Source: an optimization exercise on an open RTL-to-GDS flow (aim: small area and a short achievable clock period). Production flows keep margins and buffers that such runs may drop.
RTL that was checked went through simulation tests only; none was proved equivalent to the original.
No activity file was given, so power comes from the tool's default toggle rates.

// bolt_exec
module bolt_exec (
    input  logic        clk,
    input  logic        rst,      
    input  logic [31:0] instr,    
    input  logic [31:0] rs1,      
    input  logic [31:0] rs2,      
    input  logic [31:0] pc,       
    output logic [31:0] result,   
    output logic [31:0] next_pc,  
    output logic        branch,   
    output logic        reg_wr,   
    output logic        mem_wr,   
    output logic        mem_rd    
);
==> flow/config.mk <==
export PLATFORM = sky130hd
export DESIGN_NAME = bolt_exec
export DESIGN_NICKNAME = bolt_exec
export VERILOG_FILES = /design/flow/design.v
export SDC_FILE = /design/flow/constraint.sdc
export NUM_CORES = 4
export LEC_CHECK = 0
export ABC_AREA = 1
export CAP_MARGIN = 20
export CORE_MARGIN = 2
export CORE_UTILIZATION = 40
export CTS_BUF_LIST = sky130_fd_sc_hd__clkbuf_8
export HOLD_SLACK_MARGIN = 0
export SETUP_SLACK_MARGIN = 2.8
export SLEW_MARGIN = 20
export DONT_USE_CELLS += sky130_fd_sc_hd__fa_1 sky130_fd_sc_hd__fa_2 sky130_fd_sc_hd__fa_4 sky130_fd_sc_hd__ha_1 sky130_fd_sc_hd__ha_2 sky130_fd_sc_hd__ha_4 sky130_fd_sc_hd__a2111oi_0 sky130_fd_sc_hd__a21boi_0 sky130_fd_sc_hd__and2_0 sky130_fd_sc_hd__o21ai_0 sky130_fd_sc_hd__o311ai_0 sky130_fd_sc_hd__or2_0
export BUFFER_PORTS_ARGS = -buffer_cell sky130_fd_sc_hd__buf_1
==> flow/constraint.sdc <==
create_clock -name core_clock -period 6.5 [get_ports {clk}]
set_input_delay 1.3000 -clock core_clock [delete_from_list [all_inputs] [get_ports {clk}]]
set_output_delay 1.3000 -clock core_clock [all_outputs]
set_load 0.01 [all_outputs]
standard.sh (not shown) runs the stock make flow with config.mk's settings and CLKGATE_MAP_FILE= SYNTH_SCRIPT=/design/flow/synth_recipe.tcl, a recipe that flattens the netlist after the stock synthesis.
==> flow/flow/run.sh <==
#!/bin/bash
# Layout flow: the standard layout (standard.sh), with these changes to how the
# cells are chosen:
#  - the full and half adder cells are not used, so Yosys does not pre-map adder
#    bits to them and abc maps the whole datapath itself;
#  - the weakest (_0) variants of a few gates are not used either;
#  - the buffer that buffer_ports puts on every input and output port is buf_1.
# Every tool's full output goes to standard.log (make) and the ORFS logs under orfs/logs.
set -euo pipefail
cat >> config.mk <<'CFG'
export DONT_USE_CELLS += sky130_fd_sc_hd__fa_1 sky130_fd_sc_hd__fa_2 sky130_fd_sc_hd__fa_4 sky130_fd_sc_hd__ha_1 sky130_fd_sc_hd__ha_2 sky130_fd_sc_hd__ha_4 sky130_fd_sc_hd__a2111oi_0 sky130_fd_sc_hd__a21boi_0 sky130_fd_sc_hd__and2_0 sky130_fd_sc_hd__o21ai_0 sky130_fd_sc_hd__o311ai_0 sky130_fd_sc_hd__or2_0
export BUFFER_PORTS_ARGS = -buffer_cell sky130_fd_sc_hd__buf_1
CFG
bash standard.sh > standard.log 2>&1
Edit:
==> flow/flow/run.sh (replaced) <==
#!/bin/bash
# Layout flow: the standard layout (standard.sh), with two changes to how the
# cells are chosen:
#  - the full and half adder cells are not used, so Yosys does not pre-map adder
#    bits to them and abc maps the whole datapath itself;
#  - the buffer that buffer_ports puts on every input and output port is buf_1.
# Every tool's full output goes to standard.log (make) and the ORFS logs under orfs/logs.
set -euo pipefail
cat >> config.mk <<'CFG'
export DONT_USE_CELLS += sky130_fd_sc_hd__fa_1 sky130_fd_sc_hd__fa_2 sky130_fd_sc_hd__fa_4 sky130_fd_sc_hd__ha_1 sky130_fd_sc_hd__ha_2 sky130_fd_sc_hd__ha_4
export BUFFER_PORTS_ARGS = -buffer_cell sky130_fd_sc_hd__buf_1
CFG
bash standard.sh > standard.log 2>&1
==> flow/config.mk (replaced) <==
export PLATFORM = sky130hd
export DESIGN_NAME = bolt_exec
export DESIGN_NICKNAME = bolt_exec
export VERILOG_FILES = /design/flow/design.v
export SDC_FILE = /design/flow/constraint.sdc
export NUM_CORES = 4
export LEC_CHECK = 0
export ABC_AREA = 1
export CAP_MARGIN = 20
export CORE_MARGIN = 2
export CORE_UTILIZATION = 40
export CTS_BUF_LIST = sky130_fd_sc_hd__clkbuf_8
export HOLD_SLACK_MARGIN = 0
export SETUP_SLACK_MARGIN = 2.9
export SLEW_MARGIN = 20
export DONT_USE_CELLS += sky130_fd_sc_hd__fa_1 sky130_fd_sc_hd__fa_2 sky130_fd_sc_hd__fa_4 sky130_fd_sc_hd__ha_1 sky130_fd_sc_hd__ha_2 sky130_fd_sc_hd__ha_4
export BUFFER_PORTS_ARGS = -buffer_cell sky130_fd_sc_hd__buf_1
The new run finished clean. Flip-flop and latch count does not change. Synthesized cell count drops by 1.8%. Cell count drops by 0.88%.
Edit:
--- a/flow/config.mk
+++ b/flow/config.mk
@@ -11,5 +11,4 @@
 export CORE_UTILIZATION = 40
-export CTS_BUF_LIST = sky130_fd_sc_hd__clkbuf_8
 export HOLD_SLACK_MARGIN = 0
-export SETUP_SLACK_MARGIN = 2.9
+export SETUP_SLACK_MARGIN = 3.1
 export SLEW_MARGIN = 20
The new run passed the timing, DRC and antenna checks.
Die area stays the same.
Final cell count is higher by 2.7%.
Worst setup slack improves by 0.18 ns.
Synthesized area stays the same.
Synthesized cell count does not change.
Final area is higher by 14%.
Total power is higher by 17%.
Edit:
--- a/flow/config.mk
+++ b/flow/config.mk
@@ -11,5 +11,7 @@
 export CORE_UTILIZATION = 40
+export CTS_BUF_LIST = sky130_fd_sc_hd__clkbuf_8
 export HOLD_SLACK_MARGIN = 0
-export SETUP_SLACK_MARGIN = 3.1
+export SETUP_SLACK_MARGIN = 2.8
 export SLEW_MARGIN = 20
+export TNS_END_PERCENT = 20
 export DONT_USE_CELLS += sky130_fd_sc_hd__fa_1 sky130_fd_sc_hd__fa_2 sky130_fd_sc_hd__fa_4 sky130_fd_sc_hd__ha_1 sky130_fd_sc_hd__ha_2 sky130_fd_sc_hd__ha_4
After rerunning: Power is lower by 17%; clock-buffer cell count is lower by 1; first-iteration DRC count is lower by 14%.

---

bolt_exec, a different RTL version from the one above (not shown whole).
Size in the first run: about 68 flip-flops, ~200 I/O pins, about 11,000 um^2 of cells after synthesis.
Design bolt_exec, start of the top module:
module bolt_exec (
    input  logic        clk,
    input  logic        rst,      
    input  logic [31:0] instr,    
    input  logic [31:0] rs1,      
    input  logic [31:0] rs2,      
    input  logic [31:0] pc,       
    output logic [31:0] result,   
    output logic [31:0] next_pc,  
    output logic        branch,   
    output logic        reg_wr,   
    output logic        mem_wr,   
    output logic        mem_rd    
);
    logic [6:0] op;
    logic [2:0] f3;
    logic [6:0] f7;
    assign op = instr[6:0];
    assign f3 = instr[14:12];
    assign f7 = instr[31:25];
    logic op03, op13, op17, op23, op33, op37, op63, op67, op6f, op1b, op3b;
    assign op03 = (op == 7'h03);
    assign op13 = (op == 7'h13);
    assign op17 = (op == 7'h17);
    assign op23 = (op == 7'h23);
    assign op33 = (op == 7'h33);
    assign op37 = (op == 7'h37);
    assign op63 = (op == 7'h63);
  ...
export LEC_CHECK = 0
export ABC_AREA = 1
export CAP_MARGIN = 20
export CORE_MARGIN = 2
export CORE_UTILIZATION = 40
export HOLD_SLACK_MARGIN = 0
export SETUP_SLACK_MARGIN = 1.5
export SLEW_MARGIN = 20
export BUFFER_PORTS_ARGS = -buffer_cell sky130_fd_sc_hd__buf_2
create_clock -name core_clock -period 6.5 [get_ports {clk}]
==> flow/flow/run.sh <==
#!/bin/bash
# Layout flow: the standard layout (standard.sh), with two changes to how the
# cells are chosen:
#  - the full and half adder cells are not used, so Yosys does not pre-map adder
#    bits to them and abc maps the whole datapath itself;
#  - the buffer that buffer_ports puts on every input and output port is buf_2.
# Every tool's full output goes to standard.log (make) and the ORFS logs under orfs/logs.
set -euo pipefail
cat >> config.mk <<'CFG'
export DONT_USE_CELLS += sky130_fd_sc_hd__fa_1 sky130_fd_sc_hd__fa_2 sky130_fd_sc_hd__fa_4 sky130_fd_sc_hd__ha_1 sky130_fd_sc_hd__ha_2 sky130_fd_sc_hd__ha_4
export BUFFER_PORTS_ARGS = -buffer_cell sky130_fd_sc_hd__buf_2
CFG
bash standard.sh > standard.log 2>&1
Rerun with:
--- a/flow/config.mk
+++ b/flow/config.mk
@@ -12,3 +12,3 @@
 export HOLD_SLACK_MARGIN = 0
-export SETUP_SLACK_MARGIN = 1.5
+export SETUP_SLACK_MARGIN = 2.5
 export SLEW_MARGIN = 20
What happened: The changed run finished with timing, DRC and antenna clean. Setup slack improved by 550 ps. Routed wire length went up by 11%. Final area went up by 21%. Power went up by 17%. Via count went up by 8.3%. Hold slack got worse by 5.8 ps. Non-clock buffer count went up by 127. Clock skew does not change.
Rerun with:
--- a/flow/flow/run.sh
+++ b/flow/flow/run.sh
@@ -5,3 +5,3 @@
 #    bits to them and abc maps the whole datapath itself;
-#  - the buffer that buffer_ports puts on every input and output port is buf_2.
+#  - the buffer that buffer_ports puts on every input and output port is buf_1.
 # Every tool's full output goes to standard.log (make) and the ORFS logs under orfs/logs.
@@ -10,3 +10,3 @@
 export DONT_USE_CELLS += sky130_fd_sc_hd__fa_1 sky130_fd_sc_hd__fa_2 sky130_fd_sc_hd__fa_4 sky130_fd_sc_hd__ha_1 sky130_fd_sc_hd__ha_2 sky130_fd_sc_hd__ha_4
-export BUFFER_PORTS_ARGS = -buffer_cell sky130_fd_sc_hd__buf_2
+export BUFFER_PORTS_ARGS = -buffer_cell sky130_fd_sc_hd__buf_1
 CFG
--- a/flow/config.mk
+++ b/flow/config.mk
@@ -10,7 +10,8 @@
 export CORE_MARGIN = 2
-export CORE_UTILIZATION = 40
+export CORE_UTILIZATION = 60
+export CTS_BUF_LIST = sky130_fd_sc_hd__clkbuf_4 sky130_fd_sc_hd__clkbuf_8
 export HOLD_SLACK_MARGIN = 0
-export SETUP_SLACK_MARGIN = 2.5
+export SETUP_SLACK_MARGIN = 2.0
 export SLEW_MARGIN = 20
 export DONT_USE_CELLS += sky130_fd_sc_hd__fa_1 sky130_fd_sc_hd__fa_2 sky130_fd_sc_hd__fa_4 sky130_fd_sc_hd__ha_1 sky130_fd_sc_hd__ha_2 sky130_fd_sc_hd__ha_4
-export BUFFER_PORTS_ARGS = -buffer_cell sky130_fd_sc_hd__buf_2
+export BUFFER_PORTS_ARGS = -buffer_cell sky130_fd_sc_hd__buf_1
Effect: The new run finished clean; total power fell by 18%; first-iteration DRC count grows by 48%; via count goes up by 1.1%; routed wire length came out lower by 12%; synthesized cell count is unchanged; hold slack barely changes; global-route usage went up by 13 points; sequential power barely changes; area after synthesis is unchanged.
Rerun with:
--- a/flow/flow/run.sh
+++ b/flow/flow/run.sh
@@ -5,3 +5,3 @@
 #    bits to them and abc maps the whole datapath itself;
-#  - the buffer that buffer_ports puts on every input and output port is buf_1.
+#  - the buffer that buffer_ports puts on every input and output port is buf_2.
 # Every tool's full output goes to standard.log (make) and the ORFS logs under orfs/logs.
@@ -10,3 +10,3 @@
 export DONT_USE_CELLS += sky130_fd_sc_hd__fa_1 sky130_fd_sc_hd__fa_2 sky130_fd_sc_hd__fa_4 sky130_fd_sc_hd__ha_1 sky130_fd_sc_hd__ha_2 sky130_fd_sc_hd__ha_4
-export BUFFER_PORTS_ARGS = -buffer_cell sky130_fd_sc_hd__buf_1
+export BUFFER_PORTS_ARGS = -buffer_cell sky130_fd_sc_hd__buf_2
 CFG
--- a/flow/config.mk
+++ b/flow/config.mk
@@ -10,4 +10,3 @@
 export CORE_MARGIN = 2
-export CORE_UTILIZATION = 60
-export CTS_BUF_LIST = sky130_fd_sc_hd__clkbuf_4 sky130_fd_sc_hd__clkbuf_8
+export CORE_UTILIZATION = 40
 export HOLD_SLACK_MARGIN = 0
@@ -16,2 +15,2 @@
 export DONT_USE_CELLS += sky130_fd_sc_hd__fa_1 sky130_fd_sc_hd__fa_2 sky130_fd_sc_hd__fa_4 sky130_fd_sc_hd__ha_1 sky130_fd_sc_hd__ha_2 sky130_fd_sc_hd__ha_4
-export BUFFER_PORTS_ARGS = -buffer_cell sky130_fd_sc_hd__buf_1
+export BUFFER_PORTS_ARGS = -buffer_cell sky130_fd_sc_hd__buf_2
Hold slack gets worse by 13 ps; power rose by 7.9%; utilization is lower by 22 points; global-route usage went down by 14 points.

---

== main ==
Another version of the RTL of bolt_exec (not shown whole).
For scale: roughly 2,300 cells after synthesis, about 68 flip-flops, ~200 I/O pins, about 12,000 µm² of cells after synthesis.
==> flow/config.mk <==
export PLATFORM = sky130hd
export DESIGN_NAME = bolt_exec
export DESIGN_NICKNAME = bolt_exec
export VERILOG_FILES = /design/flow/design.v
export SDC_FILE = /design/flow/constraint.sdc
export NUM_CORES = 4
export LEC_CHECK = 0
export ABC_AREA = 1
export CAP_MARGIN = 20
export CORE_MARGIN = 2
export CORE_UTILIZATION = 40
export HOLD_SLACK_MARGIN = 0
export SETUP_SLACK_MARGIN = 2.8
export SLEW_MARGIN = 20
export DONT_USE_CELLS += sky130_fd_sc_hd__fa_1 sky130_fd_sc_hd__fa_2 sky130_fd_sc_hd__fa_4 sky130_fd_sc_hd__ha_1 sky130_fd_sc_hd__ha_2 sky130_fd_sc_hd__ha_4 sky130_fd_sc_hd__a2111oi_0 sky130_fd_sc_hd__a21boi_0 sky130_fd_sc_hd__and2_0 sky130_fd_sc_hd__o21ai_0 sky130_fd_sc_hd__o311ai_0 sky130_fd_sc_hd__or2_0
export BUFFER_PORTS_ARGS = -buffer_cell sky130_fd_sc_hd__buf_1
==> flow/constraint.sdc <==
create_clock -name core_clock -period 6.5 [get_ports {clk}]
set_input_delay 1.3000 -clock core_clock [delete_from_list [all_inputs] [get_ports {clk}]]
set_output_delay 1.3000 -clock core_clock [all_outputs]
set_load 0.01 [all_outputs]
==> flow/flow/run.sh <==
#!/bin/bash
# Layout flow: the standard layout (standard.sh), with these changes to how the
# cells are chosen:
#  - the full and half adder cells are not used, so Yosys does not pre-map adder
#    bits to them and abc maps the whole datapath itself;
#  - the weakest (_0) variants of a few gates are not used either;
#  - the buffer that buffer_ports puts on every input and output port is buf_1.
# Every tool's full output goes to standard.log (make) and the ORFS logs under orfs/logs.
set -euo pipefail
cat >> config.mk <<'CFG'
export DONT_USE_CELLS += sky130_fd_sc_hd__fa_1 sky130_fd_sc_hd__fa_2 sky130_fd_sc_hd__fa_4 sky130_fd_sc_hd__ha_1 sky130_fd_sc_hd__ha_2 sky130_fd_sc_hd__ha_4 sky130_fd_sc_hd__a2111oi_0 sky130_fd_sc_hd__a21boi_0 sky130_fd_sc_hd__and2_0 sky130_fd_sc_hd__o21ai_0 sky130_fd_sc_hd__o311ai_0 sky130_fd_sc_hd__or2_0
export BUFFER_PORTS_ARGS = -buffer_cell sky130_fd_sc_hd__buf_1
CFG
bash standard.sh > standard.log 2>&1
What the feature branch does differently from main at the input level:
==> flow/flow/run.sh <==
#!/bin/bash
# Layout flow: the standard layout (standard.sh), with two changes to how the
# cells are chosen:
#  - the full and half adder cells are not used, so Yosys does not pre-map adder
#    bits to them and abc maps the whole datapath itself;
#  - the buffer that buffer_ports puts on every input and output port is buf_2.
# Every tool's full output goes to standard.log (make) and the ORFS logs under orfs/logs.
set -euo pipefail
cat >> config.mk <<'CFG'
export DONT_USE_CELLS += sky130_fd_sc_hd__fa_1 sky130_fd_sc_hd__fa_2 sky130_fd_sc_hd__fa_4 sky130_fd_sc_hd__ha_1 sky130_fd_sc_hd__ha_2 sky130_fd_sc_hd__ha_4
export BUFFER_PORTS_ARGS = -buffer_cell sky130_fd_sc_hd__buf_2
CFG
bash standard.sh > standard.log 2>&1
==> flow/config.mk <==
export PLATFORM = sky130hd
export DESIGN_NAME = bolt_exec
export DESIGN_NICKNAME = bolt_exec
export VERILOG_FILES = /design/flow/design.v
export SDC_FILE = /design/flow/constraint.sdc
export NUM_CORES = 4
export LEC_CHECK = 0
export ABC_AREA = 1
export CAP_MARGIN = 20
export CORE_MARGIN = 2
export CORE_UTILIZATION = 40
export HOLD_SLACK_MARGIN = 0
export SETUP_SLACK_MARGIN = 2.6
export SLEW_MARGIN = 20
export DONT_USE_CELLS += sky130_fd_sc_hd__fa_1 sky130_fd_sc_hd__fa_2 sky130_fd_sc_hd__fa_4 sky130_fd_sc_hd__ha_1 sky130_fd_sc_hd__ha_2 sky130_fd_sc_hd__ha_4
export BUFFER_PORTS_ARGS = -buffer_cell sky130_fd_sc_hd__buf_2
==> comparison <==
Compared with main, the feature branch shows a number of buffers other than clock buffers in the final layout that is 23% lower.
In terms of multi-input combinational area share, the feature branch and main differ only marginally.
Compared with main, in the feature branch post-synthesis mux area share has remained practically unchanged, die area has remained practically unchanged, via count has decreased.
Re all-layer global routing usage: the feature branch is 1.5 points down on main.
As far as area of the mapped netlist is concerned, the feature branch and main perform about the same.
The feature branch against main: fraction of power consumed by combinational cells has decreased; first-pass GRT wire length has decreased.
Against main as the reference, the feature branch delivers a higher number of logic stages on the critical path including buffering.
The feature branch supports a lower top clock frequency than main.
No functional check of the RTL was part of any run of this note.

separate check: timing with driven ports:
The results above use ideal ports. As a check the final layouts listed here were re-extracted and re-timed, cells and wires unchanged.
Step 1 sets driving cells, clkbuf_16 on the clock port and buf_2 on the other inputs (assumed; they add their load-dependent delay and slew).
Step 2 times the ports against the registers' clock, not the clock port: input delays grow and output delays shrink by t, the midpoint of the rising clock arrivals with the driver on.
Slacks: no drivers / after step 1 / after step 2; pairs: no drivers / after step 1.
| run | shift t [ns] | setup slack, ns | worst hold slack (ns) |
|---|---|---|---|
| the first run of note 1 | 0.433 | 2.866 / 2.877 / 2.443 | 0.499 / 0.499 / 0.499 |
| the second run of note 1 | 0.439 | 2.839 / 2.857 / 2.418 | 0.525 / 0.525 / 0.525 |
| the third run of note 1 | 0.402 | 3.015 / 3.026 / 2.624 | 0.519 / 0.519 / 0.519 |
| the fourth run of note 1 | 0.440 | 2.806 / 2.832 / 2.392 | 0.529 / 0.529 / 0.529 |
| the first run of note 2 | 0.388 | 1.748 / 1.770 / 1.382 | 0.559 / 0.559 / 0.559 |
| the second run of note 2 | 0.394 | 2.298 / 2.278 / 1.885 | 0.553 / 0.553 / 0.553 |
| the third run of note 2 | 0.431 | 1.838 / 1.857 / 1.426 | 0.554 / 0.554 / 0.554 |
| the fourth run of note 2 | 0.391 | 2.114 / 2.123 / 1.732 | 0.541 / 0.541 / 0.541 |
| main | 0.408 | 2.817 / 2.842 / 2.434 | 0.550 / 0.550 / 0.550 |
| the feature branch | 0.407 | 2.662 / 2.644 / 2.237 | 0.606 / 0.606 / 0.606 |
After both steps setup and hold are still met in every run listed. For the feature branch, which loses most, drivers alone change the setup slack by -0.018 ns; drivers and shift together by -0.425 ns.
